What follows belongs to an exercise in optimizing a design on an open flow for small area, a short achievable clock period and few clock cycles; a production flow would make more cautious choices. RTL that was checked went through simulation tests only; none was proved equivalent to the original. For runs 1 to 3 and 5, only the layout was checked, not whether the RTL still works. Power is estimated from default activity; no workload was simulated.

==> flow/design.v, too long to show whole: its modules and the start of the top module <==
// module MulTree: 1584 lines
// module ALU: 37 lines
// module AddImm: 7 lines
// module BrCmp: 18 lines
// module RegRead: 23 lines
// module LMux: 8 lines
// module JSel: 10 lines
// module BrSel: 9 lines
// module CPU: 225 lines
module CPU(clk,reset,imem_addr,imem_rdata,dmem_addr,dmem_we,dmem_wdata,dmem_rdata);
  // ...
==> flow/flow/run.sh <==
#!/bin/bash
# Standard synthesis and layout (the standard.sh), with:
#  - repair_timing aimed at a short clock period: the setup margin asks every path for this
#    much slack at the design's period, so the resizer works on the paths that set the
#    period the layout achieves;
#  - sizing free to change a cell's footprint; port buffers start as buf_4;
#  - clock tree synthesis without dummy loads, with larger sink clusters;
#  - the repair after global routing on pessimistic wire parasitics (flow/grt_rc.tcl).
# make's full output goes to make_finish.log here; each step's log is under orfs/logs/.
set -euo pipefail
bash standard.sh \
  PRE_GLOBAL_ROUTE_TCL="$PWD/flow/grt_rc.tcl" \
  SETUP_SLACK_MARGIN=14.8 \
  MATCH_CELL_FOOTPRINT=0 \
  BUFFER_PORTS_ARGS="-buffer_cell sky130_fd_sc_hd__buf_4" \
  CTS_ARGS="-sink_clustering_enable -repair_clock_nets -dont_use_dummy_load -sink_clustering_size 25 -sink_clustering_max_diameter 70" \
  finish > make_finish.log 2>&1
==> flow/flow/grt_rc.tcl <==
# Sourced before global routing (PRE_GLOBAL_ROUTE_TCL): the repair after global routing sees
# wires 25% more resistive and capacitive than the platform's estimate, since the routed and
# extracted wires come out slower than that estimate.
set s 1.25
foreach {layer c r} {
  li1  1.499e-04   7.176e-02
  met1 1.72375E-04 8.929e-04
  met2 1.36233E-04 8.929e-04
  met3 2.14962E-04 1.567e-04
  met4 1.48128E-04 1.567e-04
  met5 1.54087E-04 1.781e-05
} {
  set_layer_rc -layer $layer -capacitance [expr {$c * $s}] -resistance [expr {$r * $s}]
}
set_wire_rc -signal -layer met1
set_wire_rc -clock -layer met3
==> flow/standard.sh <==
#!/bin/bash
# synth_recipe.tcl (not shown) runs the flow's synth.tcl, then flattens the netlist and writes it again
# the make line also repeats each setting of config.mk as NAME=value (left out here)
make -C /OpenROAD-flow-scripts/flow DESIGN_CONFIG=/design/flow/config.mk WORK_HOME=/design/flow/orfs CLKGATE_MAP_FILE= SYNTH_SCRIPT=/design/flow/synth_recipe.tcl "${@:-finish}"
==> flow/config.mk <==
export PLATFORM = sky130hd
export DESIGN_NAME = CPU
export DESIGN_NICKNAME = CPU
export VERILOG_FILES = /design/flow/design.v
export SDC_FILE = /design/flow/constraint.sdc
export NUM_CORES = 8
export LEC_CHECK = 0
export CAP_MARGIN = 30
export CORE_MARGIN = 2
export CORE_UTILIZATION = 55
export PLACE_DENSITY = 0.7
export SETUP_SLACK_MARGIN = 0.4
export SLEW_MARGIN = 30
export SYNTH_HIERARCHICAL = 1
==> flow/constraint.sdc <==
create_clock -name core_clock -period 20.0 [get_ports {clk}]
set_input_delay 4.0000 -clock core_clock [delete_from_list [all_inputs] [get_ports {clk}]]
set_output_delay 4.0000 -clock core_clock [all_outputs]
set_load 0.01 [all_outputs]
==> flow_metrics.tcl, run 1 <==
set metrics [dict create \
    rr_startpoint "rs_lo[1]" \
    ys_seq_area_share_pct 44.8 \
    path_buf_inv 1 \
    clock.fmax_mhz 189 \
    die_x_microns 409 \
    clock_power_share_pct 15.0 \
    regToRegEndpoint "fpc[23]" \
    fillers 12919 \
    core_area_sq_um 163000 \
    sh_seq_area_pct 40.9 \
    nMultiInputCombCells 5383 \
    multi_input_area_share_pct 47.5 \
    post-route-min-period_ns 5.29 \
    drive_gt1_share_pct 18.1 \
    top_layer "met5" \
    io_pins 163 \
    max_cap_violations 0 \
    grt-busiest-layer "met2" \
    design_area_sq_um 99800 \
    grt_usage_pct 44.4 \
    tightestPinTransition_ns 1.16 \
    clock_path_buffers 3 \
    pg_comb_mw 6.23 \
    syn_avg_cell_area_sq_um 11.2 \
    synth_area_leaders "edfxtp_1 (37%), fa_1 (9.1%), a22oi_1 (7.7%), dfxtp_1 (6.6%), nand2_1 (3.2%)" \
    status "complete, no violations" \
    power_frac_comb_pct 49.2 \
    inv_count 533 \
    grt_use_met2_pct 64.5 \
    postCtsSetupBuffers 30 \
    utilization_pct 61.2 \
    synthAdderAreaFrac_pct 12.3 \
    tns_ns 0 \
    vias_per_cell 7.35 \
    synth.top_cell.area_share_pct 36.9 \
    maxSlewViolCount 0 \
    cts_made_buffers 100 \
    met1_usage_pct 56.4 \
    powerSeq_mw 4.53 \
    layoutNonFillerInstCount 10116 \
    crit_type "register to output pin" \
    gp_congestion 1.07 \
    fin_crit_sh_pct 26.5 \
    dp_hpwl_microns 257000 \
]
==> run 2, diff against run 1 <==
--- a/flow/flow/run.sh
+++ b/flow/flow/run.sh
@@ -10,7 +10,7 @@
 set -euo pipefail
 bash standard.sh \
   PRE_GLOBAL_ROUTE_TCL="$PWD/flow/grt_rc.tcl" \
-  SETUP_SLACK_MARGIN=14.8 \
+  SETUP_SLACK_MARGIN=14.72 \
   MATCH_CELL_FOOTPRINT=0 \
   BUFFER_PORTS_ARGS="-buffer_cell sky130_fd_sc_hd__buf_4" \
   CTS_ARGS="-sink_clustering_enable -repair_clock_nets -dont_use_dummy_load -sink_clustering_size 25 -sink_clustering_max_diameter 70" \
==> run 2 against run 1 <==
Critical endpoint is now imem_addr[28]. Maximum frequency rose by 0.47%. Power rose by 0.41%. Count of clock-buffer cells in the layout fell by 1. Register-to-register slack barely moved. Global-route usage rose by 1.6 points. Still clean.
==> flow_metrics.tcl, run 2 <==
set metrics [dict create \
    dp.cells 9924 \
    vias_per_cell 7.32 \
    setup_ws_ns 14.73 \
    drt_iter0_markers 13284 \
    core_area_sq_um 163000 \
    synth_edf_count 1111 \
    grt_pass1_wl_microns 544000 \
    ctsHoldBuffers 0 \
    largest_reg_flops 992 \
    first_global_vias 70099 \
    io_pins 163 \
    setup_violations 0 \
    p_int_mw 6.99 \
    cp.arrival_ns 1.27 \
    dpl_worst_slack_ns 13.98 \
    switching_share_pct 45.0 \
    vdd_ir_drop_max_uv 101 \
    clock_path_buffers 3 \
    status "complete, no violations" \
    postSynthCellCount 8041 \
    maxSlewViolCount 0 \
    cts.clk_slew.worst_paths_ns 0.07 \
    slowest_stage "dfxtp_4" \
    worst_skew_pair.late_latency_ns 0.83 \
    drt-pass1-iter-count 10 \
    ctsRootBufferMaster "clkbuf_16" \
    power_leakage_nw 34.9 \
    synth_common_cells "edfxtp_1 (1111), a22oi_1 (927), nand2_1 (782), inv_1 (526), fa_1 (412)" \
    synthesis.area_sq_um 90400 \
    start_util_pct 55.5 \
    p_sw_mw 5.73 \
    drc 0 \
    ys_warn_count 8 \
    grt_usage_pct 46.0 \
    drive_gt1_share_pct 17.6 \
    dp_hpwl_microns 269000 \
    antenna_found_initial 46 \
    wl_per_cell_microns 39.4 \
    layoutNonFillerInstCount 10134 \
    cts.sinks 1457 \
    slowest_delay_ns 0.35 \
    crit_type "register to output pin" \
    wl_microns 399000 \
    design_area_sq_um 99600 \
    num_rows 148 \
    crit_family "flip-flops" \
    tns_ns 0 \
    gp_congestion 1.06 \
    final_common_cell "edfxtp_1" \
    min_path_type "register to register" \
    placed_area_sq_um 92900 \
    rsz0062_at_grt "yes" \
    startpoint_type "register" \
    largest-register "rf" \
    final_hold_viol_count 0 \
    cellPowerDensity_nw_per_um2 128 \
    utilization_pct 61.1 \
    end_kind "output pin" \
    crit_chain "buf_6" \
    clock_power_share_pct 14.8 \
    synth.distinct_cells 125 \
    grt_remaining_overflow 0 \
    tightestPinTransition_ns 1.41 \
    path_buf_inv 1 \
    synth_top_area_cell "edfxtp_1" \
    hold_ws_ns 0.418 \
    post-route-min-period_ns 5.27 \
    portBuffers 160 \
    worst-path-max-fanout 2 \
    fillers 12903 \
    ant_nets 0 \
    grt_max_degree 74 \
    power_frac_comb_pct 49.8 \
    ys_seq_area_share_pct 44.8 \
    dr_total_vias 74206 \
    cts_tree "built" \
    die_x_microns 409 \
    clock.fmax_mhz 190 \
    syn_avg_cell_area_sq_um 11.2 \
    ys.flop_type "edfxtp_1" \
    synth.top_cell.area_share_pct 36.9 \
    max_cap_violations 0 \
    dieArea_sq_um 168000 \
    synth-seq-cells 1457 \
    synth_area_leaders "edfxtp_1 (37%), fa_1 (9.1%), a22oi_1 (7.7%), dfxtp_1 (6.6%), nand2_1 (3.2%)" \
    nets 8644 \
    cts_made_buffers 99 \
    required_ns 16.00 \
    die_h_microns 409 \
    fin_crit_sh_pct 26.3 \
    layout_common_cells "edfxtp_1 (1111), a22oi_1 (878), nand2_1 (758)" \
    cts_max_level 3 \
    async_flop_share_pct 3.29 \
    power.share.sequential_pct 35.4 \
    finalPower_mw 12.7 \
    slew_headroom_pct 5.93 \
    area_growth_pct 10.2 \
    yosysMostFrequentCell "edfxtp_1" \
    finClkSkew_ns 0.142 \
]
[run 2: per-module statistics from Yosys, one instance, submodules excluded, excerpt]
module,cells,flip-flops and latches,times used
ALU,984,0,1
MulTree,1537,0,1
RegRead,812,0,2
BrCmp,150,0,1
CPU,3257,1457,1
[run 2: logic make-up after synthesis]
family | synth area share, %
compound gates | 17.6
xor+xnor | 2.92
fa+ha+maj | 12.3
buf+inv | 6.05
flops | 44.8
mux | 6.47
other cells | 0.00831
simple gates | 9.85
[run 2: power by group through the flow]
stage	sequential, mW	combinational, mW	clock [mW]
2_1_floorplan	4.40	3.28	0
3_5_place_dp	4.51	5.57	0
4_1_cts	4.45	5.68	1.89
5_1_grt	4.58	7.13	2.12
3_3_place_gp	4.50	5.53	0
6_report	4.50	6.34	1.88
[run 2: cell type report]
class / count / area, sq um / share of cell area [%]
inverters: 533 / 2010 / 2.02
repair buffers: 464 / 4450 / 4.47
multi-input cells: 5383 / 47100 / 47.3
flip-flops and latches: 1457 / 40700 / 40.9
diodes: 23 / 57.6 / 0.0578
well taps: 2175 / 2720 / 2.73
clock buffers: 99 / 2480 / 2.49
[run 2: path summary, 6_finish.rpt]
kind / from / to / slack (ns) / cells past startpoint
max in group asynchronous: reset / m_dst[0] / 15.82 / 3
min in group asynchronous: reset / e_dst[2] / 3.62 / 3
worst max register to register: rs_lo[4] / fpc[10] / 14.93 / 17
worst max-delay path: fpc[28] / imem_addr[28] / 14.73 / 1
worst min register to register: e_mul / m_mul / 0.42 / 0
worst min-delay path: e_mul / m_mul / 0.42 / 0
[run 2: layer usage]
layer,GRT usage (%),vias up,share of wire (%)
met5,0,-,0.085
met4,30.7,50,8.9
met3,15.6,1600,14
met2,67.5,6520,42
met1,57.6,36511,34
li1,-,29525,-
[run 2: repair_timing]
item	CTS	global route
setup endpoints to repair	74	240
gates cloned	0	13
pin swaps	3	68
resized for setup	109	581
setup buffers	28	44
==> module CPU, before the edit <==
module CPU(clk,reset,imem_addr,imem_rdata,dmem_addr,dmem_we,dmem_wdata,dmem_rdata);
	input clk,reset;
	output [31:0] imem_addr;
	input  [31:0] imem_rdata;
	output [31:0] dmem_addr;
	output dmem_we;
	output [31:0] dmem_wdata;
	input  [31:0] dmem_rdata;
	reg [31:2] fpc;         
	reg        f2v;         
	reg [31:0] sk;          
	reg        skv;
	reg [31:0] ir;          
	reg        irv;
	reg [31:2] ipc4;        
	reg        jdone;       
	reg [7:0]  rs_lo, rt_lo;  
	reg [3:0]  rs_hi, rt_hi;  
	reg [31:0] opa, opb;    
	reg [4:0]  e_dst;       
	reg        e_ld, e_mul;
	reg        e_sub;       
	reg [7:0]  e_sel;
	reg        e_left, e_sra;
	reg [31:0] m_res;       
	reg [31:0] m_s, m_c, m_d;  
	reg [4:0]  m_dst;
	reg        m_ld, m_mul;
	reg [31:0] daddr, dwdata;
	reg        dwe;
	reg [31:0] rf [1:31];
	reg [31:1] rfv;         
	assign imem_addr  = {fpc, 2'b00};
	assign dmem_addr  = daddr;
	assign dmem_we    = dwe;
	assign dmem_wdata = dwdata;
	wire [5:0] op = ir[31:26];
	wire [4:0] rs = ir[25:21];
	wire [4:0] rt = ir[20:16];
	wire [4:0] rd = ir[15:11];
	wire [5:0] fn = ir[5:0];
	wire [15:0] imm = ir[15:0];
	wire c_mem   = op[5];                                   
	wire c_sw    = op[5] & op[3];
	wire c_lw    = op[5] & ~op[3];
	wire c_mul   = ~op[5] & op[4];                           
	wire c_imm   = ~op[5] & ~op[4] & op[3];                  
	wire c_br    = ~op[5] & ~op[4] & ~op[3] & op[2];         
	wire c_j     = ~op[5] & ~op[4] & ~op[3] & ~op[2] & op[1];  
	wire c_r     = op == 6'd0;
	wire c_jr    = c_r & ~fn[5] & fn[3];                     
	wire c_shift = c_r & ~fn[5] & ~fn[3];
	wire c_alur  = c_r & fn[5];                              
	wire c_lui   = c_imm & op[2] & op[1];                    
	wire c_link  = (c_j & op[0]) | (c_jr & fn[0]);            
	wire [4:0] dst = (c_r | c_mul) ? ((c_jr & ~fn[0]) ? 5'd0 : rd) :
	                 (c_imm | c_lw) ? rt :
	                 (c_j & op[0]) ? 5'd31 : 5'd0;
	wire use_rs  = ~c_j & ~c_lui;
	wire use_rt  = c_r | c_mul | c_br | c_sw;
	wire c_bj    = c_br | c_jr;      
	wire [3:0] afn = c_alur ? fn[3:0] : {1'b0, op[2:0]};
	wire a_arith = c_alur | c_imm;                   
	wire d_sub  = c_alur & (fn[3:1] == 3'b001 | fn[3:1] == 3'b101) |
	              c_imm & (op[2:1] == 2'b01);         
	wire d_slt  = a_arith & (c_alur ? fn[3:0] == 4'ha : op[2:0] == 3'h2);
	wire d_sltu = a_arith & (c_alur ? fn[3:0] == 4'hb : op[2:0] == 3'h3);
	wire d_and  = a_arith & (c_alur ? fn[3:0] == 4'h4 : op[2:0] == 3'h4);
	wire d_or   = c_alur & (fn[3:0] == 4'h5);
	wire d_xor  = c_alur & (fn[3:0] == 4'h6);
	wire d_nor  = c_alur & (fn[3:0] == 4'h7);
	wire d_shl  = c_shift;
	wire d_sum  = ~(d_slt | d_sltu | d_and | d_or | d_xor | d_nor | d_shl);
	wire [32*31-1:0] rf_flat;
	genvar q;
	generate for (q = 1; q < 32; q = q + 1) begin : rff
		assign rf_flat[32*q-1 -: 32] = rf[q];
	end endgenerate
	wire [31:0] rs_rf, rt_rf;
	RegRead read_rs(.lo(rs_lo), .hi(rs_hi), .rf(rf_flat), .rfv(rfv), .q(rs_rf));
	RegRead read_rt(.lo(rt_lo), .hi(rt_hi), .rf(rf_flat), .rfv(rfv), .q(rt_rf));
	wire [31:0] m_prod = m_s + m_c + m_d;
	wire [31:0] m_alu = m_mul ? m_prod : m_res;
	wire [31:0] m_out;
	LMux #(32) m_out_mux(.s(m_ld), .a(dmem_rdata), .b(m_alu), .y(m_out));
	wire [31:0] e_out;
	wire rs_e = (rs != 5'd0) & (rs == e_dst);
	wire rt_e = (rt != 5'd0) & (rt == e_dst);
	wire rs_m = (rs != 5'd0) & (rs == m_dst);
	wire rt_m = (rt != 5'd0) & (rt == m_dst);
	wire e_late = e_ld | e_mul;
	wire m_late = m_ld | m_mul;
	wire [31:0] rs_early = rs_m ? m_res : rs_rf;                 
	wire [31:0] rt_early = rt_m ? m_res : rt_rf;
	wire [31:0] rs_mid = rs_e ? e_out : rs_early;                
	wire rs_ld = ~rs_e & rs_m & m_ld;
	wire rt_ld = ~rt_e & rt_m & m_ld;
	wire [31:0] rs_nold = rs_m ? m_alu : rs_rf;
	wire [31:0] rt_nold = rt_m ? m_alu : rt_rf;
	wire stall = irv & ((use_rs & rs_e & (e_late | c_mem)) |
	                    (c_br & (rs_e | rt_e) & ~e_sel[0]) |
	                    (use_rt & rt_e & e_late) |
	                    ((c_mem | c_bj) & rs_m & m_late) |
	                    (c_br & rt_m & m_late));
	wire br_taken;
	BrCmp brcmp(.e_sum(e_sum), .rs_early(rs_early), .rt_early(rt_early), .rs_e(rs_e), .rt_e(rt_e),
	            .bt(op[1:0]), .taken(br_taken));
	wire [31:2] br_tgt = ipc4 + {{14{imm[15]}}, imm};
	wire [31:0] agu_sum;
	AddImm #(32) agu(.a(rs_early), .imm(imm), .s(agu_sum));
	wire [31:0] e_sum;
	ALU alu(.opa(opa), .opb(opb), .sub(e_sub), .sel(e_sel), .left(e_left), .sra(e_sra), .out(e_out),
	        .sum_out(e_sum));
	wire [31:0] mt_s, mt_c, mt_d;
	MulTree mul_tree(.a(opa), .b(opb), .s(mt_s), .c(mt_c), .d(mt_d));
	wire d_free  = ~irv | ~stall;                  
	wire d_go    = irv & ~stall;                    
	wire d_gobr  = d_go & c_br;
	wire d_jump  = d_go & (c_jr | (c_j & ~jdone));  
	wire [31:2] d_jtgt = c_jr ? rs_mid[31:2] : {ipc4[31:28], ir[25:0]};
	wire aw_j    = ~(imem_rdata[31] | imem_rdata[30] | imem_rdata[29] | imem_rdata[28]) & imem_rdata[27];
	wire f2ok    = f2v & d_free & ~skv;              
	wire f2j     = f2ok & aw_j;
	wire hold    = ~d_free & (skv | f2v);
	wire [31:2] fpc_rest = reset ? 30'd0 : d_jump ? d_jtgt : hold ? fpc : fpc + 30'd1;
	wire [31:2] fpc_nb, fpc_next;
	wire f2j_ok = f2ok & ~d_jump;
	JSel #(15) fpc_j_lo(.op(imem_rdata[31:27]), .ok(f2j_ok), .a(imem_rdata[14:0]), .b(fpc_rest[16:2]), .y(fpc_nb[16:2]));
	JSel #(15) fpc_j_hi(.op(imem_rdata[31:27]), .ok(f2j_ok), .a({fpc[31:28], imem_rdata[25:15]}), .b(fpc_rest[31:17]), .y(fpc_nb[31:17]));
	wire nb_redir = d_jump | f2j | hold;            
	wire br_redir = d_gobr & br_taken;
	BrSel #(15) fpc_br_lo(.taken(br_taken), .go(d_gobr), .a(br_tgt[16:2]), .b(fpc_nb[16:2]), .y(fpc_next[16:2]));
	BrSel #(15) fpc_br_hi(.taken(br_taken), .go(d_gobr), .a(br_tgt[31:17]), .b(fpc_nb[31:17]), .y(fpc_next[31:17]));
	always @(posedge clk) fpc <= fpc_next;
	always @(posedge clk or posedge reset) begin
		if (reset) begin
			f2v <= 1'b0;          
			skv <= 1'b0;          
			irv <= 1'b0;
		end else begin
			f2v <= ~(br_redir | nb_redir);
			if (br_redir | d_jump) begin
				irv <= 1'b0;
				skv <= 1'b0;
			end else if (d_free) begin
				irv <= skv | f2v;
				skv <= 1'b0;
			end else if (f2v & ~skv) begin
				skv <= 1'b1;
			end
		end
	end
	wire [31:0] ir_next = skv ? sk : imem_rdata;
	always @(posedge clk) begin
		if (d_free) begin
			ir    <= ir_next;
			ipc4  <= fpc;
			jdone <= f2j;
			rs_lo <= 8'd1 << ir_next[23:21];
			rs_hi <= 4'd1 << ir_next[25:24];
			rt_lo <= 8'd1 << ir_next[18:16];
			rt_hi <= 4'd1 << ir_next[20:19];
		end
		if (~d_free & ~skv) sk <= imem_rdata;
	end
	wire a_const = c_link | c_shift | c_lui;
	wire b_const = c_link | c_imm;
	wire [4:0] rot_amt = fn[1] ? ir[10:6] : 5'd0 - ir[10:6];
	wire [31:0] a_fix = c_link ? {ipc4, 2'b00} : c_shift ? {22'd0, ir[10:6], rot_amt} : 32'd0;
	wire [31:0] b_fix = c_link ? 32'd0 : c_lui ? {imm, 16'd0} :
	                    (op[2:0] == 3'h4) ? {16'd0, imm} : {{16{imm[15]}}, imm};
	wire [31:0] opa_e, opa_next, opb_e, opb_next, dwdata_e, dwdata_next;
	assign opa_e = (~a_const & rs_e) ? e_out : a_const ? a_fix : rs_nold;
	LMux #(32) opa_l_mux(.s(~a_const & rs_ld), .a(dmem_rdata), .b(opa_e), .y(opa_next));
	assign opb_e = (~b_const & rt_e) ? e_out : b_const ? b_fix : rt_nold;
	LMux #(32) opb_l_mux(.s(~b_const & rt_ld), .a(dmem_rdata), .b(opb_e), .y(opb_next));
	assign dwdata_e = rt_e ? e_out : rt_nold;
	LMux #(32) dwd_l_mux(.s(rt_ld), .a(dmem_rdata), .b(dwdata_e), .y(dwdata_next));
	always @(posedge clk or posedge reset) begin
		if (reset) begin
			e_dst <= 5'd0;
			e_ld  <= 1'b0;
			e_mul <= 1'b0;
		end else begin
			e_dst <= d_go ? dst : 5'd0;
			e_ld  <= d_go & c_lw;
			e_mul <= d_go & c_mul;
		end
	end
	always @(posedge clk) dwe <= ~reset & d_go & c_sw;
	always @(posedge clk) begin
		e_sub  <= d_sub;
		e_sel  <= {d_shl, d_nor, d_xor, d_or, d_and, d_sltu, d_slt, d_sum};
		e_left <= ~fn[1];
		e_sra  <= fn[0];
		opa    <= opa_next;
		opb    <= opb_next;
		daddr  <= agu_sum;
		dwdata <= dwdata_next;
	end
	always @(posedge clk or posedge reset) begin
		if (reset) begin
			m_dst <= 5'd0;
			m_ld  <= 1'b0;
			m_mul <= 1'b0;
		end else begin
			m_dst <= e_dst;
			m_ld  <= e_ld;
			m_mul <= e_mul;
		end
	end
	always @(posedge clk) begin
		m_res <= e_out;
		m_s   <= mt_s;
		m_c   <= mt_c;
		m_d   <= mt_d;
	end
	always @(posedge clk or posedge reset) begin
		if (reset) rfv <= 31'd0;
		else if (m_dst != 5'd0) rfv[m_dst] <= 1'b1;
	end
	always @(posedge clk) begin
		if (m_dst != 5'd0) rf[m_dst] <= m_out;
	end
endmodule
==> run 3, diff against run 2 <==
--- a/flow/design.v
+++ b/flow/design.v
@@ -1778,7 +1778,7 @@
 	wire [31:0] m_prod = m_s + m_c + m_d;
 	wire [31:0] m_alu = m_mul ? m_prod : m_res;
 	wire [31:0] m_out;
-	LMux #(32) m_out_mux(.s(m_ld), .a(dmem_rdata), .b(m_alu), .y(m_out));
+	assign m_out = m_ld ? dmem_rdata : m_alu;
 	wire [31:0] e_out;
 	wire rs_e = (rs != 5'd0) & (rs == e_dst);
 	wire rt_e = (rt != 5'd0) & (rt == e_dst);
@@ -1867,11 +1867,11 @@
 	                    (op[2:0] == 3'h4) ? {16'd0, imm} : {{16{imm[15]}}, imm};
 	wire [31:0] opa_e, opa_next, opb_e, opb_next, dwdata_e, dwdata_next;
 	assign opa_e = (~a_const & rs_e) ? e_out : a_const ? a_fix : rs_nold;
-	LMux #(32) opa_l_mux(.s(~a_const & rs_ld), .a(dmem_rdata), .b(opa_e), .y(opa_next));
+	assign opa_next = (~a_const & rs_ld) ? dmem_rdata : opa_e;
 	assign opb_e = (~b_const & rt_e) ? e_out : b_const ? b_fix : rt_nold;
-	LMux #(32) opb_l_mux(.s(~b_const & rt_ld), .a(dmem_rdata), .b(opb_e), .y(opb_next));
+	assign opb_next = (~b_const & rt_ld) ? dmem_rdata : opb_e;
 	assign dwdata_e = rt_e ? e_out : rt_nold;
-	LMux #(32) dwd_l_mux(.s(rt_ld), .a(dmem_rdata), .b(dwdata_e), .y(dwdata_next));
+	assign dwdata_next = rt_ld ? dmem_rdata : dwdata_e;
 	always @(posedge clk or posedge reset) begin
 		if (reset) begin
 			e_dst <= 5'd0;
--- a/flow/flow/run.sh
+++ b/flow/flow/run.sh
@@ -10,7 +10,7 @@
 set -euo pipefail
 bash standard.sh \
   PRE_GLOBAL_ROUTE_TCL="$PWD/flow/grt_rc.tcl" \
-  SETUP_SLACK_MARGIN=14.72 \
+  SETUP_SLACK_MARGIN=14.8 \
   MATCH_CELL_FOOTPRINT=0 \
   BUFFER_PORTS_ARGS="-buffer_cell sky130_fd_sc_hd__buf_4" \
   CTS_ARGS="-sink_clustering_enable -repair_clock_nets -dont_use_dummy_load -sink_clustering_size 25 -sink_clustering_max_diameter 70" \
==> run 3 against run 2 <==
Sequential power rose by 2%. Non-clock buffer count is 23 higher. Critical endpoint is now dmem_wdata[23]. Clock power hardly changed. Register-to-register slack got worse by 0.07 ns. Sequential share of layout area is 0.87 points higher. Largest cell class unchanged. Wire length rose by 2.6%. Global-route usage grew 2.5 points. Flip-flop and latch count is the same.
==> flow_metrics.tcl, run 3 <==
set metrics [dict create \
    status "complete, no violations" \
    ctsHoldBuffers 0 \
    met1_usage_pct 57.7 \
    dieArea_sq_um 165000 \
    vdd_ir_drop_max_uv 103 \
    synth.top_cell.area_share_pct 37.5 \
    clock.fmax_mhz 186 \
    placed_area_sq_um 92000 \
    synth.distinct_cells 129 \
    crit_family "flip-flops" \
    grt_max_degree 62 \
    worst-path-max-fanout 1 \
    synth_simple_gate_area_share_pct 10.2 \
    clock_power_share_pct 15.0 \
    rsz0062_at_grt "yes" \
    synthAdderAreaFrac_pct 12.5 \
    die_x_microns 406 \
    nets 8654 \
    rrSetupSlack_ns 14.86 \
    required_ns 16.00 \
    p_int_mw 6.94 \
    globalRouteMet3Util_pct 19.1 \
    design_area_sq_um 97700 \
    crit_end "dmem_wdata[23]" \
    worst-path-stages 1 \
    cellPowerDensity_nw_per_um2 131 \
    min_path_type "register to register" \
    async_flop_share_pct 3.29 \
    cts_made_buffers 100 \
    antenna_found_initial 43 \
    grt_usage_pct 48.5 \
    final_hold_viol_count 0 \
    p_sw_mw 5.84 \
    hp-start "e_ld" \
    regToRegEndpoint "fpc[10]" \
    maxSlewViolCount 0 \
    wl_per_cell_microns 40.4 \
    crit_chain "buf_6" \
    cp-startpoint "dwdata[23]" \
    startpoint_type "register" \
    synth_top_family_by_area "compound AO/OA/AOI/OAI gates" \
    cts_tree "built" \
    first_global_vias 73279 \
    worst_skew_pair.late_latency_ns 0.85 \
    tns_ns 0 \
    rr_startpoint "rt_lo[6]" \
    synth_common_cells "edfxtp_1 (1111), a22oi_1 (924), nand2_1 (805), inv_1 (512), fa_1 (412)" \
    slew_headroom_pct 30.0 \
    post-route-min-period_ns 5.38 \
    ys_warn_count 8 \
    power_leakage_nw 34.6 \
    layout_common_cells "edfxtp_1 (1111), a22oi_1 (912), nand2_1 (772)" \
    ys_seq_area_share_pct 45.6 \
    largest-register "rf" \
    drc 0 \
    synth-seq-cells 1457 \
    yosysMostFrequentCell "edfxtp_1" \
    postSynthCellCount 8013 \
    tightestPinTransition_ns 1.05 \
    synth_xor_area_share_pct 3.03 \
    cts.clk_slew.worst_paths_ns 0.07 \
    worstRegToRegCells 17 \
    grt_remaining_overflow 0 \
    power.share.sequential_pct 35.8 \
    synth_compound_area_share_pct 18.4 \
    power_frac_comb_pct 49.2 \
    cts_max_level 3 \
    finClkSkew_ns 0.130 \
    cts.sinks 1457 \
    switching_share_pct 45.7 \
    clock_path_buffers 3 \
    ys.flop_type "edfxtp_1" \
    end_kind "output pin" \
    ant_nets 0 \
    dr_total_vias 76712 \
    max_cap_violations 0 \
    synth_top_area_cell "edfxtp_1" \
    cp.arrival_ns 1.38 \
    ctsRootBufferMaster "clkbuf_16" \
    synth_edf_count 1111 \
    slowest_delay_ns 0.42 \
    utilization_pct 60.8 \
    core_area_sq_um 161000 \
    fillers 12938 \
    synth_area_leaders "edfxtp_1 (38%), fa_1 (9.3%), a22oi_1 (7.8%), dfxtp_1 (6.7%), nand2_1 (3.4%)" \
    syn_avg_cell_area_sq_um 11.1 \
    dp_hpwl_microns 269000 \
    crit_type "register to output pin" \
    grt_pass1_wl_microns 557000 \
    drt_iter0_markers 14449 \
    vias_per_cell 7.57 \
    portBuffers 160 \
    slowest_stage "dfxtp_4" \
    grt-busiest-layer "met2" \
    area_growth_pct 9.83 \
    largest_reg_flops 992 \
    io_pins 163 \
    setup_violations 0 \
    wl_microns 409000 \
    die_h_microns 406 \
    path_buf_inv 1 \
    fin_crit_sh_pct 26.9 \
    drive_gt1_share_pct 15.5 \
    final_common_cell "edfxtp_1" \
    start_util_pct 55.4 \
    drt-pass1-iter-count 13 \
    grt_use_met2_pct 70.9 \
    synthesis.area_sq_um 88900 \
    gp_congestion 1.06 \
    num_rows 147 \
    synthMuxAreaShare_pct 4.56 \
]
-- run 3: changes by cell type in the layout (fill, tap and decap cells not counted), sizes merged, moves of 13 or more --
cell,previous run,this run
mux2,258,144
nor2,292,341
buf,450,476
nand2,786,809
a21oi,218,239
o21ai,193,208
a222oi,64,78
and3,41,28
inv,528,515
-- run 3: worst min-delay path by stage --
stage                 end  cells after the start  slack [ns]
floorplan           m_mul                      0        0.35
detailed placement  m_mul                      0        0.37
global route         m_ld                      0        0.40
finish               m_ld                      0        0.39
CTS                  m_ld                      0        0.38
global placement    m_mul                      0        0.36
-- run 3: repair_timing --
action                                  4_1_cts  5_1_grt
pin swaps                                     4       23
resized for setup                           316      313
setup buffers                                32       24
endpoints found under the setup margin      199      236
cloned                                        1       12
endpoints found under the hold margin         0        0
-- run 3: final cells by class --
cell class	count	area (sq um)	area share, %
antenna	21	52.6	0.0538
sequential	1457	40800	41.8
multi-input combinational	5384	44900	46.0
inverter	518	1950	2.00
timing repair buffer	487	4720	4.83
clock buffer	100	2500	2.56
tap	2160	2700	2.77
-- run 3: kinds of logic (layout without fill, tap and decap cells) --
| group | after synthesis | after routing |
|---|---|---|
| flip-flops | 1457 | 1457 |
| other | 2 | 26 |
| AO/OA/AOI/OAI | 2226 | 2226 |
| AND/OR/NAND/NOR | 1887 | 1888 |
| buffers and inverters | 1177 | 1105 |
| multiplexers | 321 | 322 |
| XOR/XNOR | 303 | 303 |
| adder cells (fa/ha/maj) | 640 | 640 |
-- run 3: metal layers --
layer	part of all wire, %	vias to the layer above	wire (microns)
met2	42	7479	172000
met3	15	2360	62200
met5	0.069	-	284
li1	-	29543	-
met1	33	37290	135000
met4	9.9	40	40500
-- run 3: power groups by stage --
stage	logic (mW)	registers [mW]	clock network (mW)
floorplan	3.16	4.47	0
global placement	5.50	4.57	0
detailed placement	5.55	4.58	0
CTS	5.72	4.54	1.90
global route	7.11	4.65	2.14
finish	6.29	4.58	1.91
-- run 3: modules after synthesis, one instance, submodules excluded, excerpt --
module,flops+latches,cell area (sq um),cells,copies in the design
BrCmp,0,1230,150,1
CPU,1457,52300,3373,1
RegRead,0,5780,812,2
MulTree,0,13400,1537,1
ALU,0,7440,984,1
-- run 3: stage by stage --
step,hold WS (ns),std cells,setup WS (ns),total power [mW]
after global placement,0.358,9935,13.85,10.1
after CTS,0.383,10068,14.64,12.2
final,0.385,10127,14.62,12.8
after floorplan,0.354,8016,14.71,7.62
after detailed placement,0.372,9935,13.90,10.1
after global routing,0.401,10107,14.52,13.9
==> run 4, diff against run 3 <==
--- a/flow/design.v
+++ b/flow/design.v
@@ -1818,9 +1818,9 @@
 	wire f2ok    = f2v & d_free & ~skv;              
 	wire f2j     = f2ok & aw_j;
 	wire hold    = ~d_free & (skv | f2v);
-	wire [31:2] fpc_rest = reset ? 30'd0 : d_jump ? d_jtgt : hold ? fpc : fpc + 30'd1;
+	wire [31:2] fpc_rest = reset ? 30'd1 : d_jump ? d_jtgt : hold ? fpc : fpc + 30'd1;
 	wire [31:2] fpc_nb, fpc_next;
-	wire f2j_ok = f2ok & ~d_jump;
+	wire f2j_ok = f2ok & ~d_jump & ~reset;
 	JSel #(15) fpc_j_lo(.op(imem_rdata[31:27]), .ok(f2j_ok), .a(imem_rdata[14:0]), .b(fpc_rest[16:2]), .y(fpc_nb[16:2]));
 	JSel #(15) fpc_j_hi(.op(imem_rdata[31:27]), .ok(f2j_ok), .a({fpc[31:28], imem_rdata[25:15]}), .b(fpc_rest[31:17]), .y(fpc_nb[31:17]));
 	wire nb_redir = d_jump | f2j | hold;            
@@ -1830,8 +1830,8 @@
 	always @(posedge clk) fpc <= fpc_next;
 	always @(posedge clk or posedge reset) begin
 		if (reset) begin
-			f2v <= 1'b0;          
-			skv <= 1'b0;          
+			f2v <= 1'b1;
+			skv <= 1'b0;
 			irv <= 1'b0;
 		end else begin
 			f2v <= ~(br_redir | nb_redir);
--- a/flow/flow/run.sh
+++ b/flow/flow/run.sh
@@ -6,12 +6,14 @@
 #  - sizing free to change a cell's footprint; port buffers start as buf_4;
 #  - clock tree synthesis without dummy loads, with larger sink clusters;
 #  - the repair after global routing on pessimistic wire parasitics (flow/grt_rc.tcl).
+#  - global placement weighs the nets of critical paths more (GLOBAL_PLACEMENT_ARGS).
 # make's full output goes to make_finish.log here; each step's log is under orfs/logs/.
 set -euo pipefail
 bash standard.sh \
   PRE_GLOBAL_ROUTE_TCL="$PWD/flow/grt_rc.tcl" \
   SETUP_SLACK_MARGIN=14.8 \
   MATCH_CELL_FOOTPRINT=0 \
+  GLOBAL_PLACEMENT_ARGS="-timing_driven_net_weight_max 5 -timing_driven_nets_percentage 20" \
   BUFFER_PORTS_ARGS="-buffer_cell sky130_fd_sc_hd__buf_4" \
   CTS_ARGS="-sink_clustering_enable -repair_clock_nets -dont_use_dummy_load -sink_clustering_size 25 -sink_clustering_max_diameter 70" \
   finish > make_finish.log 2>&1
==> run 4 against run 3 <==
Still clean on timing, DRC and antenna. Synthesized area rose by 0.28%. Flip-flop and latch count unchanged. Non-clock buffer count grew 15. Count of clock-buffer cells in the layout is 3 higher. Power grew 1.4%. Utilization is 0.36 points higher. Maximum frequency up 0.51%. Highest routed layer unchanged.
==> flow_metrics.tcl, run 4 <==
set metrics [dict create \
    grt_pass1_wl_microns 549000 \
    slew_headroom_pct 36.0 \
    die_h_microns 407 \
    start_util_pct 55.5 \
    tightestPinTransition_ns 0.958 \
    met1_usage_pct 55.3 \
    first_global_vias 73441 \
    synth-seq-cells 1457 \
    slowest_stage "dfxtp_4" \
    synth.distinct_cells 122 \
    required_ns 16.00 \
    dr_total_vias 77117 \
    clock_power_share_pct 14.9 \
    ctsRootBufferMaster "clkbuf_16" \
    rsz0062_at_grt "yes" \
    layout_common_cells "edfxtp_1 (1111), a22oi_1 (902), nand2_1 (782)" \
    drt_iter0_markers 16039 \
    largest-register "rf" \
    final_common_cell "edfxtp_1" \
    end_kind "output pin" \
    utilization_pct 61.2 \
    cts_made_buffers 103 \
    path_buf_inv 1 \
    min_path_type "register to register" \
    regToRegEndpoint "fpc[25]" \
    startpoint_type "register" \
    synth_common_cells "edfxtp_1 (1111), a22oi_1 (922), nand2_1 (812), inv_1 (524), clkbuf_1 (419)" \
    slowest_delay_ns 0.43 \
    globalRouteMet3Util_pct 21.7 \
    tns_ns 0 \
    num_rows 147 \
    power_frac_comb_pct 49.0 \
    crit_chain "buf_6" \
    ys.flop_type "edfxtp_1" \
    wl_microns 402000 \
    synth_edf_count 1111 \
    finClkSkew_ns 0.103 \
    finalPower_mw 13.0 \
    switching_share_pct 45.5 \
    fin_crit_sh_pct 26.8 \
    io_pins 163 \
    ys_warn_count 8 \
    cp-startpoint "dwdata[31]" \
    maxSlewViolCount 0 \
    drt-pass1-iter-count 11 \
    synthesis.area_sq_um 89200 \
    drc 0 \
    vias_per_cell 7.56 \
    wl_per_cell_microns 39.4 \
    cts_tree "built" \
    final_hold_viol_count 0 \
    crit_family "flip-flops" \
    ys_seq_area_share_pct 45.4 \
    grt_max_degree 69 \
    grt_remaining_overflow 0 \
    clock.fmax_mhz 187 \
    synth_top_area_cell "edfxtp_1" \
    worst-path-max-fanout 1 \
    async_flop_share_pct 3.29 \
    max_cap_violations 0 \
    crit_type "register to output pin" \
    cts.sinks 1457 \
    die_x_microns 407 \
    grt_use_met2_pct 68.2 \
    grt-busiest-layer "met2" \
    yosysMostFrequentCell "edfxtp_1" \
    core_area_sq_um 161000 \
    synth.top_cell.area_share_pct 37.4 \
    postSynthCellCount 8064 \
    worstRegToRegCells 19 \
    cp.arrival_ns 1.36 \
    worst-path-stages 1 \
    cellPowerDensity_nw_per_um2 132 \
    p_sw_mw 5.91 \
    crit_end "dmem_wdata[31]" \
    cts.clk_slew.worst_paths_ns 0.08 \
    cts_max_level 3 \
    rr_startpoint "rs_lo[5]" \
    vdd_ir_drop_max_uv 92.1 \
    drive_gt1_share_pct 15.9 \
    portBuffers 160 \
    status "complete, no violations" \
    power_leakage_nw 34.5 \
    gp_congestion 1.09 \
    largest_reg_flops 992 \
    nets 8712 \
    antenna_found_initial 41 \
    grt_usage_pct 47.4 \
    ant_nets 0 \
    clock_path_buffers 3 \
    synth_area_leaders "edfxtp_1 (37%), fa_1 (9.2%), a22oi_1 (7.8%), dfxtp_1 (6.7%), nand2_1 (3.4%)" \
    power.share.sequential_pct 36.1 \
    syn_avg_cell_area_sq_um 11.1 \
    area_growth_pct 10.3 \
    setup_violations 0 \
    rrSetupSlack_ns 14.97 \
    p_int_mw 7.06 \
    dieArea_sq_um 165000 \
    worst_skew_pair.late_latency_ns 0.81 \
    dp_hpwl_microns 264000 \
    post-route-min-period_ns 5.36 \
]
-- run 4: changes by cell type after synthesis, moves of 10 or more --
cell,delta
a211oi_1,+17
a21o_1,-14
a21oi_1,-13
a311oi_1,-13
a31oi_1,+14
clkbuf_1,+15
inv_1,+12
o211ai_1,+10
xor2_1,-11
-- run 4: stage by stage --
| stage | worst slack, ns | std cells | cell area, sq um | hold WS, ns |
|---|---|---|---|---|
| floorplan | 13.06 | 8067 | 89300 | 0.389 |
| finish | 14.64 | 10196 | 98400 | 0.425 |
| global route | 14.54 | 10171 | 98300 | 0.456 |
| detailed placement | 13.83 | 9958 | 92100 | 0.415 |
| global placement | 13.87 | 9956 | 92100 | 0.407 |
| CTS | 14.66 | 10092 | 95800 | 0.425 |
-- run 4: cell type report --
type / count / area, sq um
diodes: 32 / 80.1
clock buffers: 103 / 2580
fillers: 12833 / 62400
inverters: 530 / 2000
multi-input cells: 5412 / 45200
flip-flops and latches: 1457 / 40900
well taps: 2160 / 2700
repair buffers: 502 / 4920
-- run 4: modules after synthesis (local to each module, per instance), excerpt --
module	flops+latches	area (sq um)	cells inside
RegRead	0	5780	812
CPU	1457	52600	3424
BrCmp	0	1230	150
ALU	0	7440	984
MulTree	0	13400	1537
-- run 4: cell families (layout without fill, tap and decap cells) --
| kind of cell | count (synthesis) | in the layout | synth area share (%) |
|---|---|---|---|
| fa+ha+maj | 640 | 640 | 12.4 |
| buf+inv | 1201 | 1135 | 5.86 |
| other cells | 2 | 37 | 0.00842 |
| compound gates | 2218 | 2218 | 18.2 |
| mux | 323 | 323 | 4.58 |
| simple gates | 1924 | 1927 | 10.4 |
| flops | 1457 | 1457 | 45.4 |
| xor+xnor | 299 | 299 | 2.98 |
-- run 4: per-layer routing --
layer  routed length [microns]  part of all wire [%]
met5                       565                  0.14
met1                    130000                    32
met3                     64500                    16
met2                    166000                    41
met4                     40900                    10
-- run 4: power groups by stage --
stage          clock, mW  sequential (mW)  combinational, mW
6_report            1.93             4.68               6.36
5_1_grt             2.16             4.76               7.15
4_1_cts             1.92             4.62               5.71
3_5_place_dp           0             4.67               5.56
3_3_place_gp           0             4.66               5.52
2_1_floorplan          0             4.51               3.28
-- run 4: what timing repair did --
item	4_1_cts	5_1_grt
pin swaps	3	33
gates cloned	1	12
hold buffers	0	0
buffers inserted	30	49
gates resized for setup	299	372
endpoints found under the setup margin	121	345
-- run 4: worst min-delay path by stage --
stage	cells after the start	slack [ns]	to	start
3_5_place_dp	0	0.41	m_mul	e_mul
2_1_floorplan	0	0.39	m_ld	e_ld
3_3_place_gp	0	0.41	m_mul	e_mul
4_1_cts	0	0.42	m_mul	e_mul
5_1_grt	0	0.46	m_mul	e_mul
6_report	0	0.43	m_mul	e_mul
Testbench counts of run 4, summed over its fixed seeds: cycles 109,277.
==> run 5, diff against run 4 <==
--- a/flow/design.v
+++ b/flow/design.v
@@ -1818,9 +1818,9 @@
 	wire f2ok    = f2v & d_free & ~skv;              
 	wire f2j     = f2ok & aw_j;
 	wire hold    = ~d_free & (skv | f2v);
-	wire [31:2] fpc_rest = reset ? 30'd1 : d_jump ? d_jtgt : hold ? fpc : fpc + 30'd1;
+	wire [31:2] fpc_rest = reset ? 30'd0 : d_jump ? d_jtgt : hold ? fpc : fpc + 30'd1;
 	wire [31:2] fpc_nb, fpc_next;
-	wire f2j_ok = f2ok & ~d_jump & ~reset;
+	wire f2j_ok = f2ok & ~d_jump;
 	JSel #(15) fpc_j_lo(.op(imem_rdata[31:27]), .ok(f2j_ok), .a(imem_rdata[14:0]), .b(fpc_rest[16:2]), .y(fpc_nb[16:2]));
 	JSel #(15) fpc_j_hi(.op(imem_rdata[31:27]), .ok(f2j_ok), .a({fpc[31:28], imem_rdata[25:15]}), .b(fpc_rest[31:17]), .y(fpc_nb[31:17]));
 	wire nb_redir = d_jump | f2j | hold;            
@@ -1830,8 +1830,8 @@
 	always @(posedge clk) fpc <= fpc_next;
 	always @(posedge clk or posedge reset) begin
 		if (reset) begin
-			f2v <= 1'b1;
-			skv <= 1'b0;
+			f2v <= 1'b0;          
+			skv <= 1'b0;          
 			irv <= 1'b0;
 		end else begin
 			f2v <= ~(br_redir | nb_redir);
==> flow/flow/run.sh (replaced) <==
#!/bin/bash
# Standard synthesis and layout (the standard.sh), with:
#  - repair_timing aimed at a short clock period: the setup margin asks every path for this
#    much slack at the design's period, so the resizer works on the paths that set the
#    period the layout achieves;
#  - sizing free to change a cell's footprint; port buffers start as buf_4;
#  - clock tree synthesis without dummy loads, with larger sink clusters;
#  - every step's timing on pessimistic wire parasitics (flow/grt_rc.tcl, in place of the
#    platform's setRC.tcl), since the routed and extracted wires come out slower.
# make's full output goes to make_finish.log here; each step's log is under orfs/logs/.
set -euo pipefail
bash standard.sh \
  LAYER_PARASITICS_FILE="$PWD/flow/grt_rc.tcl" \
  SETUP_SLACK_MARGIN=14.8 \
  MATCH_CELL_FOOTPRINT=0 \
  BUFFER_PORTS_ARGS="-buffer_cell sky130_fd_sc_hd__buf_4" \
  CTS_ARGS="-sink_clustering_enable -repair_clock_nets -dont_use_dummy_load -sink_clustering_size 25 -sink_clustering_max_diameter 70" \
  finish > make_finish.log 2>&1
==> flow/flow/grt_rc.tcl (replaced) <==
# Sourced in place of the platform's setRC.tcl (LAYER_PARASITICS_FILE): every step's timing
# sees wires 25% more resistive and capacitive than the platform's estimate, since the routed
# and extracted wires come out slower than that estimate.
set_layer_rc -via mcon -resistance 9.249146E-3
set_layer_rc -via via -resistance 4.5E-3
set_layer_rc -via via2 -resistance 3.368786E-3
set_layer_rc -via via3 -resistance 0.376635E-3
set_layer_rc -via via4 -resistance 0.00580E-3
set s 1.25
foreach {layer c r} {
  li1  1.499e-04   7.176e-02
  met1 1.72375E-04 8.929e-04
  met2 1.36233E-04 8.929e-04
  met3 2.14962E-04 1.567e-04
  met4 1.48128E-04 1.567e-04
  met5 1.54087E-04 1.781e-05
} {
  set_layer_rc -layer $layer -capacitance [expr {$c * $s}] -resistance [expr {$r * $s}]
}
set_wire_rc -signal -layer met1
set_wire_rc -clock -layer met3
==> run 5 against run 4 <==
Sequential power decreased by 2%. Clock power barely moved. Clock skew decreased by 0.0052 ns. Hold slack got worse by 0.047 ns. Register-to-register slack improved by 0.05 ns. Setup slack got worse by 0.010 ns. Largest cell class unchanged.
==> flow_metrics.tcl, run 5 <==
set metrics [dict create \
    slew_headroom_pct 33.6 \
    tns_ns 0 \
    crit_family "flip-flops" \
    portBuffers 160 \
    clock_path_buffers 3 \
    cellPowerDensity_nw_per_um2 130 \
    dr_total_vias 75549 \
    vias_per_cell 7.42 \
    final_common_cell "edfxtp_1" \
    die_x_microns 406 \
    cts.clk_slew.worst_paths_ns 0.10 \
    cts_tree "built" \
    slowest_stage "dfxtp_4" \
    cts_max_level 3 \
    status "complete, no violations" \
    tightestPinTransition_ns 0.990 \
    drc 0 \
    required_ns 16.00 \
    worstRegToRegCells 15 \
    hold_ws_ns 0.378 \
    ctsHoldBuffers 0 \
    end_kind "output pin" \
    fin_crit_sh_pct 26.8 \
    worst-path-stages 1 \
    layout_common_cells "edfxtp_1 (1111), a22oi_1 (910), nand2_1 (771)" \
    synth.distinct_cells 129 \
    ys_seq_area_share_pct 45.6 \
    worstHoldPathCells 0 \
    start_util_pct 55.4 \
    nets 8718 \
    worst_skew_pair.late_latency_ns 0.81 \
    gp_congestion 1.07 \
    finClkSkew_ns 0.0978 \
    area_growth_pct 10.9 \
    cts_made_buffers 102 \
    synthesis.area_sq_um 88900 \
    clock.fmax_mhz 186 \
    setup_violations 0 \
    grt_remaining_overflow 0 \
    dieArea_sq_um 165000 \
    synth-seq-cells 1457 \
    drt-pass1-iter-count 21 \
    die_h_microns 406 \
    num_rows 147 \
    fillers 12863 \
    startpoint_type "register" \
    core_area_sq_um 161000 \
    dp_hpwl_microns 269000 \
    ys.flop_type "edfxtp_1" \
    ys_warn_count 8 \
    largest_reg_flops 992 \
    drt_iter0_markers 13740 \
    yosysMostFrequentCell "edfxtp_1" \
    wl_microns 396000 \
    vdd_ir_drop_max_uv 107 \
    io_pins 163 \
    post-route-min-period_ns 5.37 \
    synth_area_leaders "edfxtp_1 (38%), fa_1 (9.3%), a22oi_1 (7.8%), dfxtp_1 (6.7%), nand2_1 (3.4%)" \
    synth.top_cell.area_share_pct 37.5 \
    synth_top_area_cell "edfxtp_1" \
    wl_per_cell_microns 38.9 \
    postSynthCellCount 8013 \
    grt_pass1_wl_microns 543000 \
    min_path_type "register to register" \
    syn_avg_cell_area_sq_um 11.1 \
    drive_gt1_share_pct 16.7 \
    crit_chain "buf_6" \
    async_flop_share_pct 3.29 \
    ctsRootBufferMaster "clkbuf_16" \
    ant_nets 0 \
    largest-register "rf" \
    synth_common_cells "edfxtp_1 (1111), a22oi_1 (924), nand2_1 (805), inv_1 (512), fa_1 (412)" \
    crit_type "register to output pin" \
    grt_usage_pct 47.1 \
    antenna_found_initial 39 \
    first_global_vias 73023 \
    rsz0062_at_grt "yes" \
    worst-path-max-fanout 1 \
    cp.arrival_ns 1.37 \
    power_leakage_nw 35.0 \
    final_hold_viol_count 0 \
    slowest_delay_ns 0.44 \
    synth_edf_count 1111 \
    maxSlewViolCount 0 \
    max_cap_violations 0 \
    path_buf_inv 1 \
    grt_max_degree 60 \
    cts.sinks 1457 \
]
## run 5: changes by cell type after synthesis, sizes merged, moves of 8 or more
cell    previous run  this run
xor2              84        95
a31oi            112        98
a311oi             5        18
a211oi            92        75
nand2            816       808
o211ai            41        31
o21ai            199       208
clkbuf           420       405
a21o              55        69
a21oi            226       239
nor3              79        66
nor2             349       341
inv              528       515
nand3             82        73
## run 5: cell type report
| class | count | area [sq um] | share of cell area, % |
|---|---|---|---|
| inverter | 518 | 1950 | 1.98 |
| clock buffer | 102 | 2550 | 2.59 |
| sequential | 1457 | 40800 | 41.4 |
| antenna | 18 | 45.0 | 0.0457 |
| timing repair buffer | 549 | 5320 | 5.39 |
| multi-input combinational | 5384 | 45200 | 45.9 |
| tap | 2160 | 2700 | 2.74 |
## run 5: logic make-up (layout without fill, tap and decap cells)
logic type | count (synthesis) | count (layout) | synth area share, %
buffers and inverters | 1177 | 1169 | 5.76
adder cells (fa/ha/maj) | 640 | 640 | 12.5
XOR/XNOR | 303 | 303 | 3.03
other | 2 | 23 | 0.00845
AND/OR/NAND/NOR | 1887 | 1889 | 10.2
multiplexers | 321 | 321 | 4.56
flip-flops | 1457 | 1457 | 45.6
AO/OA/AOI/OAI | 2226 | 2226 | 18.4
## run 5: where the power goes
group / internal [mW] / switching [mW]
sequential: 4.16 / 0.431
clock: 0.893 / 1.03
combinational: 1.97 / 4.37
## run 5: through the flow
stage	power, mW	worst slack [ns]	instance area, sq um	utilization, %	cells
finish	12.9	14.63	98600	61.4	10188
global route	14.0	14.53	98600	61.4	10171
CTS	12.9	14.54	96900	60.3	10107
detailed placement	10.1	13.93	92400	57.5	9958
global placement	10.6	13.48	92300	57.5	9956
floorplan	7.62	14.71	89000	-	8016
## run 5: timing repair
| action | 4_1_cts | 5_1_grt |
|---|---|---|
| setup buffers | 39 | 45 |
| pin swaps | 17 | 60 |
| resized for setup | 438 | 208 |
| endpoints found under the setup margin | 140 | 171 |
| cloned | 8 | 6 |
## run 5: per-module statistics from Yosys (local to each module, per instance), a selection
module   cells  flops+latches
CPU       3373           1457
RegRead    812              0
BrCmp      150              0
MulTree   1537              0
ALU        984              0
## run 5: routing by layer
metal / GRT usage (%) / vias up / wire [microns]
met4: 39.0 / 42 / 40600
met1: 55.1 / 36670 / 130000
li1: - / 29653 / -
met3: 18.5 / 2159 / 59600
met2: 68.2 / 7025 / 166000
met5: 0.357 / - / 504
## run 5: worst paths after layout
path	start	to	slack [ns]
max reg2reg	opa[13]	m_d[31]	15.02
max in group asynchronous	reset	m_dst[0]	15.79
max	dwdata[16]	dmem_wdata[16]	14.63
min in group asynchronous	reset	rfv[31]	3.67
min	e_ld	m_ld	0.38
min reg2reg	e_ld	m_ld	0.38
==> run 6, diff against run 5 <==
--- a/flow/design.v
+++ b/flow/design.v
@@ -1818,9 +1818,9 @@
 	wire f2ok    = f2v & d_free & ~skv;              
 	wire f2j     = f2ok & aw_j;
 	wire hold    = ~d_free & (skv | f2v);
-	wire [31:2] fpc_rest = reset ? 30'd0 : d_jump ? d_jtgt : hold ? fpc : fpc + 30'd1;
+	wire [31:2] fpc_rest = reset ? 30'd1 : d_jump ? d_jtgt : hold ? fpc : fpc + 30'd1;
 	wire [31:2] fpc_nb, fpc_next;
-	wire f2j_ok = f2ok & ~d_jump;
+	wire f2j_ok = f2ok & ~d_jump & ~reset;
 	JSel #(15) fpc_j_lo(.op(imem_rdata[31:27]), .ok(f2j_ok), .a(imem_rdata[14:0]), .b(fpc_rest[16:2]), .y(fpc_nb[16:2]));
 	JSel #(15) fpc_j_hi(.op(imem_rdata[31:27]), .ok(f2j_ok), .a({fpc[31:28], imem_rdata[25:15]}), .b(fpc_rest[31:17]), .y(fpc_nb[31:17]));
 	wire nb_redir = d_jump | f2j | hold;            
@@ -1830,8 +1830,8 @@
 	always @(posedge clk) fpc <= fpc_next;
 	always @(posedge clk or posedge reset) begin
 		if (reset) begin
-			f2v <= 1'b0;          
-			skv <= 1'b0;          
+			f2v <= 1'b1;
+			skv <= 1'b0;
 			irv <= 1'b0;
 		end else begin
 			f2v <= ~(br_redir | nb_redir);
==> flow/flow/run.sh (replaced) <==
#!/bin/bash
# Standard synthesis and layout (the standard.sh), with:
#  - repair_timing aimed at a short clock period: the setup margin asks every path for this
#    much slack at the design's period, so the resizer works on the paths that set the
#    period the layout achieves;
#  - sizing free to change a cell's footprint; port buffers start as buf_4;
#  - clock tree synthesis without dummy loads, with larger sink clusters;
#  - the repair after global routing on pessimistic wire parasitics (flow/grt_rc.tcl).
#  - the flops that drive output ports go next to their port buffers after global
#    placement (flow/out_flops.tcl).
# make's full output goes to make_finish.log here; each step's log is under orfs/logs/.
set -euo pipefail
bash standard.sh \
  PRE_GLOBAL_ROUTE_TCL="$PWD/flow/grt_rc.tcl" \
  POST_GLOBAL_PLACE_TCL="$PWD/flow/out_flops.tcl" \
  SETUP_SLACK_MARGIN=14.75 \
  MATCH_CELL_FOOTPRINT=0 \
  BUFFER_PORTS_ARGS="-buffer_cell sky130_fd_sc_hd__buf_4" \
  CTS_ARGS="-sink_clustering_enable -repair_clock_nets -dont_use_dummy_load -sink_clustering_size 25 -sink_clustering_max_diameter 70" \
  finish > make_finish.log 2>&1
==> flow/flow/grt_rc.tcl (replaced) <==
# Sourced before global routing (PRE_GLOBAL_ROUTE_TCL): the repair after global routing sees
# wires 25% more resistive and capacitive than the platform's estimate, since the routed and
# extracted wires come out slower than that estimate.
set s 1.25
foreach {layer c r} {
  li1  1.499e-04   7.176e-02
  met1 1.72375E-04 8.929e-04
  met2 1.36233E-04 8.929e-04
  met3 2.14962E-04 1.567e-04
  met4 1.48128E-04 1.567e-04
  met5 1.54087E-04 1.781e-05
} {
  set_layer_rc -layer $layer -capacitance [expr {$c * $s}] -resistance [expr {$r * $s}]
}
set_wire_rc -signal -layer met1
set_wire_rc -clock -layer met3
==> flow/flow/out_flops.tcl (new file) <==
# Sourced after global placement (POST_GLOBAL_PLACE_TCL). Each output port is driven by a
# port buffer placed near its pin; the flop that drives that buffer is moved next to it, so
# the path from the flop to the pin is short. Detailed placement then legalizes.
set block [ord::get_db_block]
set moved 0
foreach bterm [$block getBTerms] {
  if {[$bterm getIoType] ne "OUTPUT"} { continue }
  set net [$bterm getNet]
  if {$net eq "NULL"} { continue }
  set buf ""
  foreach iterm [$net getITerms] {
    if {[$iterm isOutputSignal]} { set buf [$iterm getInst] }
  }
  if {$buf eq ""} { continue }
  set flop ""
  foreach iterm [$buf getITerms] {
    if {![$iterm isInputSignal]} { continue }
    set in_net [$iterm getNet]
    if {$in_net eq "NULL"} { continue }
    foreach it2 [$in_net getITerms] {
      if {[$it2 isOutputSignal]} {
        set m [[$it2 getInst] getMaster]
        if {[string match "sky130_fd_sc_hd__df*" [$m getName]]} { set flop [$it2 getInst] }
      }
    }
  }
  if {$flop eq ""} { continue }
  set loc [$buf getLocation]
  $flop setLocation [lindex $loc 0] [lindex $loc 1]
  incr moved
}
puts "out_flops.tcl: moved $moved flops next to their output buffers"
==> run 6 against run 5 <==
Critical path type unchanged. Via count increased by 2.9%. Utilization decreased by 0.63 points. Still clean on timing, DRC and antenna. Largest power group unchanged. Setup slack improved by 0.069 ns. Largest cell class unchanged. First-iteration DRC count increased by 15%. Critical endpoint is now imem_addr[5].
==> flow_metrics.tcl, run 6 <==
set metrics [dict create \
    start_util_pct 55.5 \
    cts_tree "built" \
    dieArea_sq_um 165000 \
    layout_common_cells "edfxtp_1 (1111), a22oi_1 (917), nand2_1 (797)" \
    antenna_found_initial 48 \
    cellPowerDensity_nw_per_um2 133 \
    synth_simple_gate_area_share_pct 10.4 \
    vdd_ir_drop_max_uv 101 \
    synth_area_leaders "edfxtp_1 (37%), fa_1 (9.2%), a22oi_1 (7.8%), dfxtp_1 (6.7%), nand2_1 (3.4%)" \
    dpl_worst_slack_ns 13.87 \
    wl_per_cell_microns 40.2 \
    num_rows 147 \
    setup_violations 0 \
    crit_chain "buf_6" \
    layoutNonFillerInstCount 10208 \
    die_h_microns 407 \
    async_flop_share_pct 3.29 \
    clock_path_buffers 3 \
    largest_reg_flops 992 \
    synth_top_area_cell "edfxtp_1" \
    syn_avg_cell_area_sq_um 11.1 \
    synth_xor_area_share_pct 2.98 \
    ys.flop_type "edfxtp_1" \
    drt-pass1-iter-count 12 \
    dp_hpwl_microns 262000 \
    fillers 12830 \
    ctsRootBufferMaster "clkbuf_16" \
    grt_max_degree 72 \
    crit_family "flip-flops" \
    cts_max_level 3 \
    cts_made_buffers 100 \
    power_leakage_nw 34.6 \
    cts.clk_slew.worst_paths_ns 0.09 \
    core_area_sq_um 161000 \
    worst-path-max-fanout 2 \
    rrSetupSlack_ns 14.81 \
    synth_compound_area_share_pct 18.2 \
    portBuffers 160 \
    synth_top_family_by_area "compound AO/OA/AOI/OAI gates" \
    ys_warn_count 8 \
    end_kind "output pin" \
    tightestPinTransition_ns 1.01 \
    fin_crit_sh_pct 26.5 \
    grt_usage_pct 48.1 \
    die_x_microns 407 \
    ant_nets 0 \
    slew_headroom_pct 31.6 \
    synth.distinct_cells 122 \
    ys_seq_area_share_pct 45.4 \
    io_pins 163 \
    final_hold_viol_count 0 \
    slowest_stage "dfxtp_4" \
    synth.top_cell.area_share_pct 37.4 \
    max_cap_violations 0 \
    synth_edf_count 1111 \
    min_path_type "register to register" \
    clock.fmax_mhz 189 \
    ctsHoldBuffers 0 \
    final_common_cell "edfxtp_1" \
    rsz0062_at_grt "yes" \
    largest-register "rf" \
    drt_iter0_markers 15855 \
    synthAdderAreaFrac_pct 12.4 \
    path_buf_inv 1 \
    worst_skew_pair.late_latency_ns 0.84 \
    synth-seq-cells 1457 \
    postSynthCellCount 8064 \
    vias_per_cell 7.61 \
    dr_total_vias 77724 \
    synthMuxAreaShare_pct 4.58 \
    post-route-min-period_ns 5.30 \
    setup_ws_ns 14.70 \
    yosysMostFrequentCell "edfxtp_1" \
    grt_remaining_overflow 0 \
    crit_type "register to output pin" \
    dp.cells 9966 \
    wl_microns 410000 \
    drive_gt1_share_pct 14.7 \
    startpoint_type "register" \
    cts.sinks 1457 \
    required_ns 16.00 \
    synth_common_cells "edfxtp_1 (1111), a22oi_1 (922), nand2_1 (812), inv_1 (524), clkbuf_1 (419)" \
    synthesis.area_sq_um 89200 \
    grt_pass1_wl_microns 555000 \
    finClkSkew_ns 0.149 \
    area_growth_pct 9.60 \
    nets 8723 \
    status "complete, no violations" \
    tns_ns 0 \
    slowest_delay_ns 0.36 \
    first_global_vias 74128 \
    cp.arrival_ns 1.30 \
    drc 0 \
    maxSlewViolCount 0 \
]
[run 6: cell types whose count changed after synthesis, sizes merged, moves of 10 or more]
cell	previous run	this run
a211oi	75	92
a21o	69	55
a21oi	239	226
a311oi	18	5
a31oi	98	112
clkbuf	405	420
inv	515	528
nor3	66	79
o211ai	31	41
xor2	95	84
[run 6: per-stage QoR]
step / util (%) / power [mW] / cell area [sq um] / hold WS (ns)
after floorplan: - / 7.79 / 89300 / 0.389
after global placement: 57.3 / 10.2 / 92200 / 0.404
after detailed placement: 57.4 / 10.3 / 92200 / 0.416
after CTS: 59.6 / 12.3 / 95800 / 0.425
after global routing: 60.8 / 14.0 / 97700 / 0.438
final: 60.8 / 13.0 / 97700 / 0.425
[run 6: cell families (layout without fill, tap and decap cells)]
| family | after synthesis | after routing |
|---|---|---|
| adder cells (fa/ha/maj) | 640 | 640 |
| AO/OA/AOI/OAI | 2218 | 2218 |
| AND/OR/NAND/NOR | 1924 | 1925 |
| buffers and inverters | 1201 | 1148 |
| XOR/XNOR | 299 | 299 |
| other | 2 | 38 |
| multiplexers | 323 | 323 |
| flip-flops | 1457 | 1457 |
[run 6: where the power goes]
group	internal (mW)	total (mW)	leakage, nW	switching [mW]
registers	4.21	4.62	13.5	0.410
clock network	0.877	1.91	1.23	1.03
logic	1.94	6.45	19.9	4.52
total	7.02	13.0	34.6	5.95
[run 6: worst register-to-register path, delay by kind of cell (launching register included)]
kind / cells / cell delay, ns
buffers and inverters: 3 / 0.76
XOR/XNOR: 2 / 0.60
AND/OR/NAND/NOR: 7 / 1.83
multiplexers: 1 / 0.32
AO/OA/AOI/OAI: 5 / 1.16
flip-flops: 1 / 0.43
[run 6: final timing paths]
check	start	to	depth (start not counted)
min	e_mul	m_mul	0
min reg2reg	e_mul	m_mul	0
min in group asynchronous	reset	skv	3
max in group asynchronous	reset	rfv[14]	3
max reg2reg	rs_lo[7]	fpc[6]	18
max	fpc[5]	imem_addr[5]	1
[run 6: final cells by class]
type                            count  area, sq um  area share [%]
Inverter                          530         1990            2.04
Tap cell                         2160         2700            2.77
Sequential cell                  1457        40800            41.7
Multi-Input combinational cell   5410        44600            45.7
Antenna cell                       33         82.6          0.0845
Timing Repair Buffer              518         5070            5.18
Clock buffer                      100         2500            2.56
[run 6: routing by layer]
metal	part of all wire (%)	track usage (%)	vias up	wire (microns)
met5	0.13	0.981	-	539
met4	11	39.4	28	45100
met3	16	21.6	2607	67400
met2	41	68.0	8228	166000
met1	32	56.0	37103	131000
li1	-	-	29758	-
[run 6: what timing repair did]
action / CTS / global route
pin swaps: 5 / 25
cloned: 3 / 11
setup buffers: 35 / 54
gates resized for setup: 257 / 245
endpoints found under the setup margin: 123 / 360
[run 6: modules after synthesis, one instance, submodules excluded, excerpt]
module / cells / flops+latches / cell area, sq um / times used
ALU: 984 / 0 / 7440 / 1
BrCmp: 150 / 0 / 1230 / 1
CPU: 3424 / 1457 / 52600 / 1
MulTree: 1537 / 0 / 13400 / 1
RegRead: 812 / 0 / 5780 / 2
Testbench counts of run 6, summed over its fixed seeds: cycles 109,277.

[re-timing with driven ports]
The results above use ideal ports. As a check the final layouts listed here were re-extracted and re-timed, cells and wires unchanged.
Step 1 (the two cells are an assumption about what drives the block):
set clk [get_ports {clk}]
set_driving_cell -lib_cell sky130_fd_sc_hd__clkbuf_16 $clk
set_driving_cell -lib_cell sky130_fd_sc_hd__buf_2 [delete_from_list [all_inputs] $clk]
Step 2 times the ports against the registers' clock, not the clock port: input delays grow and output delays shrink by t, the midpoint of the rising clock arrivals with the driver on.
Three values: no drivers, after step 1, after step 2; two values: the first two.
| run | t, ns | setup WS [ns] | worst setup path after step 2 | worst register clock-pin slew, ns | worst data-port slew with drivers (ns) |
|---|---|---|---|---|---|
| run 1 | 0.859 | 14.706 / 14.622 / 14.359 | input to register | 0.10 / 0.10 | 0.26 |
| run 2 | 0.841 | 14.731 / 14.644 / 14.364 | input to register | 0.10 / 0.10 | 0.22 |
| run 3 | 0.883 | 14.615 / 14.518 / 14.159 | input to register | 0.10 / 0.10 | 0.19 |
| run 4 | 0.849 | 14.642 / 14.553 / 14.106 | input to register | 0.10 / 0.10 | 0.25 |
| run 5 | 0.854 | 14.632 / 14.539 / 14.237 | input to register | 0.10 / 0.10 | 0.15 |
| run 6 | 0.863 | 14.701 / 14.600 / 14.088 | input to register | 0.10 / 0.10 | 0.13 |
After both steps setup and hold are still met in every run listed. For run 6, which loses most, drivers alone change the setup slack by -0.101 ns; drivers and shift together by -0.613 ns.
